What follows belongs to an exercise in optimizing a design on an open flow for a short achievable clock period and few clock cycles; a production flow would make more cautious choices. Only simulation tests tie the RTL to the original design; equivalence was not proved.

==> 07-05: inputs <==
// avion_cpu
module avion_cpu #(
    parameter ADDRESS_WIDTH = 6,
    parameter DATA_WIDTH = 10
)(
    input clk,
    input rst,
    output reg [DATA_WIDTH-1:0] MDRIn,
    output reg RAMWr,
    output reg [ADDRESS_WIDTH-1:0] MAR,
    input [DATA_WIDTH-1:0] MDROut,
    output reg [5:0] PC,
    output reg halted
);
localparam OP_LOD = 4'd0, OP_STO = 4'd1, OP_ADD = 4'd2, OP_SUB = 4'd3,
           OP_MUL = 4'd4, OP_DIV = 4'd5, OP_JMP = 4'd6, OP_JMZ = 4'd7,
           OP_NOP = 4'd8, OP_HLT = 4'd9;
function is_dop(input [3:0] o);    
    is_dop = (o == OP_LOD) | (o == OP_ADD) | (o == OP_SUB) | (o == OP_MUL) | (o == OP_DIV);
endfunction
function is_las(input [3:0] o);    
    is_las = (o == OP_LOD) | (o == OP_ADD) | (o == OP_SUB);
endfunction
reg [639:0] cd;          
reg [63:0] cv;           
reg [63:0] rq;           
reg [5:0] fpc;           
reg [5:0] fpc1, fpc2;    
reg [15:0] frow;         
reg [3:0]  fcol;         
reg [3:0]  fge;          
reg [9:0] acc;
reg       s2v;           
reg [5:0] a0, a1;        
reg       u0, u1;        
reg       cb;            
reg [1:0] ct0, ct1;      
reg       cwe;           
reg       cst;           
reg       csr;           
reg       csl;           
reg [5:0] csa;           
reg       cb1;           
reg [1:0] cjz;           
reg [5:0] a2;            
reg       u2;
reg [5:0] cja;           
  ...
export LEC_CHECK = 0
export CAP_MARGIN = 20
export CORE_MARGIN = 2
export CORE_UTILIZATION = 35
export PLACE_DENSITY = 0.5
export SLEW_MARGIN = 20
create_clock -name core_clock -period 20.0 [get_ports {clk}]
standard.sh (not shown) runs the stock make flow with config.mk's settings and CLKGATE_MAP_FILE= SYNTH_SCRIPT=/design/flow/synth_recipe.tcl, a recipe that flattens the netlist after the stock synthesis.
==> flow/flow/run.sh <==
#!/bin/bash
set -euo pipefail
bash standard.sh ADDER_MAP_FILE= SETUP_SLACK_MARGIN=${MARGIN:-14.7} finish > standard_flow.log 2>&1
==> inputs of 04-19, as changes to 07-05 <==
--- a/flow/design.v
+++ b/flow/design.v
@@ -123,19 +123,17 @@
 wire [9:0] w3    = bwr[39:30];
 wire       cf0   = bvr[0];
 wire       cf1   = bvr[1];
 wire       cf2   = bvr[2];
 wire       cf3   = bvr[3];
 wire [9:0] e0r   = cd[10*a0 +: 10];
 wire [9:0] e1r   = cd[10*a1 +: 10];
 wire [9:0] e2r   = cd[10*a2 +: 10];
-wire       cva0  = cv[a0];
-wire       cva1  = cv[a1];
-wire       cva2  = cv[a2];
+reg        mr0, mr1, mr2;
 function [3:0] dec2(input [1:0] x);
     dec2 = 4'd1 << x;
 endfunction
 function [3:0] gem(input [1:0] x);       
     gem = 4'b1111 << x;
 endfunction
 function [15:0] dec4(input [3:0] x);
     begin
@@ -143,22 +141,22 @@
         dec4[x] = 1'b1;
     end
 endfunction
 wire       run = s2v & ~halted;
 wire       pb0 = wv & (wa == a0);
 wire       pb1 = wv & (wa == a1);
 wire [9:0] e0  = pb0 ? wd : e0r;
 wire [9:0] e1  = cb1 ? acc : pb1 ? wd : e1r;
-wire       m0  = run & u0 & ~cva0;
-wire       m1  = run & u1 & ~cva1;
+wire       m0  = run & mr0;
+wire       m1  = run & mr1;
 wire       pb2 = wv & (wa == a2);
 wire [9:0] e2  = pb2 ? wd : e2r;
 wire       z2  = (e2 == 10'd0);
-wire       m2  = run & u2 & ~cva2;
+wire       m2  = run & mr2;
 wire       s2_miss = m0 | m1 | m2;
 wire [9:0] t0  = ct0[0] ? e0 : ct0[1] ? ~e0 : 10'd0;
 wire [9:0] t1  = ct1[0] ? e1 : ct1[1] ? ~e1 : 10'd0;
 wire [9:0] xb  = cb ? acc : 10'd0;
 wire [9:0] cs  = xb ^ t0 ^ t1;
 wire [9:0] cc  = {(xb[8:0] & t0[8:0]) | (xb[8:0] & t1[8:0]) | (t0[8:0] & t1[8:0]), ct0[1]};
 wire [9:0] sum = ks_add(cs, cc, ct1[1]);
 wire [9:0] mo  = cmd1 ? e1 : e0;                      
@@ -235,16 +233,22 @@
 wire       quad  = h1 & h2 & h3 & (f0 == OP_LOD) & (f1 == OP_JMZ) & (f2 == OP_LOD) & is_las(f3);
 wire [5:0] fpc4  = fpc2 + 6'd2;
 wire       fold1 = ~pair & h1 & (f1 == OP_JMP) & (f0 != OP_HLT) & ~hit1;
 wire       fold2 = pair & ~triple & h2 & (f2 == OP_JMP) & ~(st0 & (w0[5:0] == fpc2)) &
                    ~(st1 & (w1[5:0] == fpc2));
 wire       fold3 = triple & h3 & (f3 == OP_JMP) & (w2[5:0] != fpc3);
 wire       hlt1  = h0 & (f0 == OP_HLT) & ~(run & (cst | (cjz != 2'd0))) & ~mdb;
 wire       halt_now = ~halted & (hlt2 | hlt1);
+wire [5:0] na0 = quad ? w2[5:0] : w0[5:0];
+wire [5:0] na1 = quad ? w3[5:0] : w1[5:0];
+wire [5:0] na2 = w0[5:0];
+wire       nh0 = cv[na0] | (flv & (fla == na0)) | (sto_ex & (sta == na0));
+wire       nh1 = cv[na1] | (flv & (fla == na1)) | (sto_ex & (sta == na1));
+wire       nh2 = cv[na2] | (flv & (fla == na2)) | (sto_ex & (sta == na2));
 reg        nu0, nu1, ncb, ncwe, ncst, ncsr, ncsl, ncb1;
 reg  [1:0] nct0, nct1, ncjz;
 reg  [5:0] ncsa, ncja;
 always @(*) begin
     nu0 = is_dop(f0); nu1 = 1'b0;
     ncb = (f0 != OP_LOD); nct0 = (f0 == OP_ADD) ? 2'b01 : (f0 == OP_SUB) ? 2'b10 :
                                  (f0 == OP_LOD) ? 2'b01 : 2'b00;
     nct1 = 2'b00; ncwe = is_las(f0);
@@ -301,16 +305,17 @@
 reg rsd;                 
 always @(posedge clk) rsd <= rst;
 always @(posedge clk) begin
     if (rst) begin
         cv <= 64'd0;
         fpc <= 6'd0; fpc1 <= 6'd1; fpc2 <= 6'd2; frow <= 16'd1; fcol <= 4'd1; fge <= 4'b1111; s2v <= 1'b0; acc <= 10'd0;
         a0 <= 6'd0; a1 <= 6'd0; u0 <= 1'b0; u1 <= 1'b0; cb <= 1'b0; ct0 <= 2'd0; ct1 <= 2'd0;
         cwe <= 1'b0; cst <= 1'b0; csr <= 1'b0; csl <= 1'b0; csa <= 6'd0; cb1 <= 1'b0; cjz <= 2'd0; cja <= 6'd0; a2 <= 6'd0; u2 <= 1'b0;
+        mr0 <= 1'b0; mr1 <= 1'b0; mr2 <= 1'b0;
         cmul <= 1'b0; cdiv <= 1'b0; chlt <= 1'b0; cmd1 <= 1'b0; clod0 <= 1'b0;
         RAMWr <= 1'b0;
         rdv <= 1'b1; rdk <= 1'b1; fla <= 6'd0; flk <= 1'b1;
         oqv0 <= 1'b0; oqv1 <= 1'b0; oqa0 <= 6'd0; oqa1 <= 6'd0;
         if (MAR == 6'd0 && !rsd) begin
             flv <= 1'b1; MAR <= 6'd1; rq <= 64'd3; pp <= 6'd2;
         end else begin
             flv <= (MAR == 6'd0); MAR <= 6'd0; rq <= 64'd1; pp <= 6'd1;
@@ -356,16 +361,19 @@
             mmul <= cmul; mst <= cst & csl; msa <= csa;
         end else if (md_done) begin
             mdb <= 1'b0;
         end else if (mdb && dnrm) begin
             dnrm <= 1'b0; ds <= {1'b0, opr} << ksh; dqq <= 10'd0; dn <= kc;
         end else if (mdb) begin
             dr <= x2; ds <= {2'b00, ds[10:2]}; dqq <= q3; dn <= dn - 3'd1;
         end
+        if ((flv && fla == a0) || (sto_ex && sta == a0)) mr0 <= 1'b0;
+        if ((flv && fla == a1) || (sto_ex && sta == a1)) mr1 <= 1'b0;
+        if ((flv && fla == a2) || (sto_ex && sta == a2)) mr2 <= 1'b0;
         if (!s2_busy && !halted) begin
             if (jmz_tk) begin
                 fpc <= cja; fpc1 <= cja + 6'd1; fpc2 <= cja + 6'd2; frow <= dec4(cja[5:2]); fcol <= dec2(cja[1:0]); fge <= gem(cja[1:0]);
                 s2v <= 1'b0;
             end else if (h0 && !hlt2 && !j0) begin
                 fpc  <= quad ? fpc4 : fold1 ? w1[5:0] : fold2 ? w2[5:0] : fold3 ? w3[5:0] :
                         triple ? fpc3 : pair ? fpc2 : fpc1;
                 fpc1 <= quad ? fpc2 + 6'd3 : fold1 ? w1[5:0] + 6'd1 : fold2 ? w2[5:0] + 6'd1 :
@@ -377,18 +385,19 @@
                         dec4(fpc1[5:2]);
                 fcol <= quad ? dec2(fpc4[1:0]) : fold1 ? dec2(w1[1:0]) : fold2 ? dec2(w2[1:0]) :
                         fold3 ? dec2(w3[1:0]) : triple ? dec2(fpc3[1:0]) : pair ? dec2(fpc2[1:0]) :
                         dec2(fpc1[1:0]);
                 fge  <= quad ? gem(fpc4[1:0]) : fold1 ? gem(w1[1:0]) : fold2 ? gem(w2[1:0]) :
                         fold3 ? gem(w3[1:0]) : triple ? gem(fpc3[1:0]) : pair ? gem(fpc2[1:0]) :
                         gem(fpc1[1:0]);
                 s2v <= 1'b1;
-                a0 <= quad ? w2[5:0] : w0[5:0]; a1 <= quad ? w3[5:0] : w1[5:0]; u0 <= nu0; u1 <= nu1;
-                a2 <= w0[5:0]; u2 <= quad;
+                a0 <= na0; a1 <= na1; u0 <= nu0; u1 <= nu1;
+                a2 <= na2; u2 <= quad;
+                mr0 <= nu0 & ~nh0; mr1 <= nu1 & ~nh1; mr2 <= quad & ~nh2;
                 cb <= ncb; ct0 <= nct0; ct1 <= nct1; cwe <= ncwe;
                 cst <= ncst; csr <= ncsr; csl <= ncsl; csa <= ncsa; cb1 <= ncb1; cjz <= ncjz; cja <= ncja;
                 cmul <= (f0 == OP_MUL) | (pair & ~quad & (f1 == OP_MUL));
                 cdiv <= (f0 == OP_DIV) | (pair & (f1 == OP_DIV));
                 cmd1 <= pair & ((f1 == OP_MUL) | (f1 == OP_DIV));
                 clod0 <= (f0 == OP_LOD);
                 chlt <= (f0 == OP_HLT);
             end else if (h0 && !hlt2 && j0) begin
Settings changed: CORE_UTILIZATION 35 to 30, PLACE_DENSITY 0.5 to 0.45.
==> flow_summary.ini <==
[status]
outcome = timing/DRC/antenna clean

[floorplanning]
start_util = 0.3523

[power]
sw_frac_of_total = 0.5306
irDropWorstVdd_mv = 0.1929

[synthesis]
synth_common_cells = mux2_2 (849), edfxtp_1 (726), clkbuf_1 (606), nand2_1 (606), mux4_2 (572)

[finish]
fill_cells = 22430

[detailed_routing]
wl_met3_microns = 97910
the above is filed under 07-05

==> flow_summary.ini <==
[status]
outcome = timing/DRC/antenna clean

[power]
sw_frac_of_total = 0.5249
powerComb_uw = 11300
irDropWorstVdd_mv = 0.1361

[detailed_routing]
wl_met3_microns = 95860

[synthesis]
synth_common_cells = nand2_1 (807), mux2_2 (747), edfxtp_1 (726), nor2_1 (671), clkbuf_1 (640)

[finish]
fill_cells = 27730
the above is filed under 04-19

Testbench counts of 07-05, summed over its fixed seeds: cycles 20,200.
Testbench counts of 04-19, summed over its fixed seeds: cycles 20,200.

## port drivers added, routing unchanged
The flow's constraints put no driver on any port. The routed layouts listed below were extracted and timed again, unchanged, in two steps. Step 1, drivers: a clkbuf_16 drives clk and a buf_2 each remaining input, both assumed. Step 2 moves the port delays by t, midway between the first and last clock arrival at a register: inputs arrive t later, outputs are due t later. That takes back most of the time a late clock gives input paths. Slacks: ideal ports / drivers / drivers and shift; pairs: ideal ports / drivers.
| run | shift t [ns] | setup slack, ns | worst setup path at the end |
|---|---|---|---|
| 07-05 | 0.972 | 14.261 / 14.261 / 13.740 | input to register |
| 04-19 | 0.966 | 13.825 / 13.825 / 13.631 | input to register |
After both steps setup and hold are still met in every run listed. The setup slack of 07-05, which loses most, moves by 0.000 ns with the drivers and by -0.521 ns with both steps.
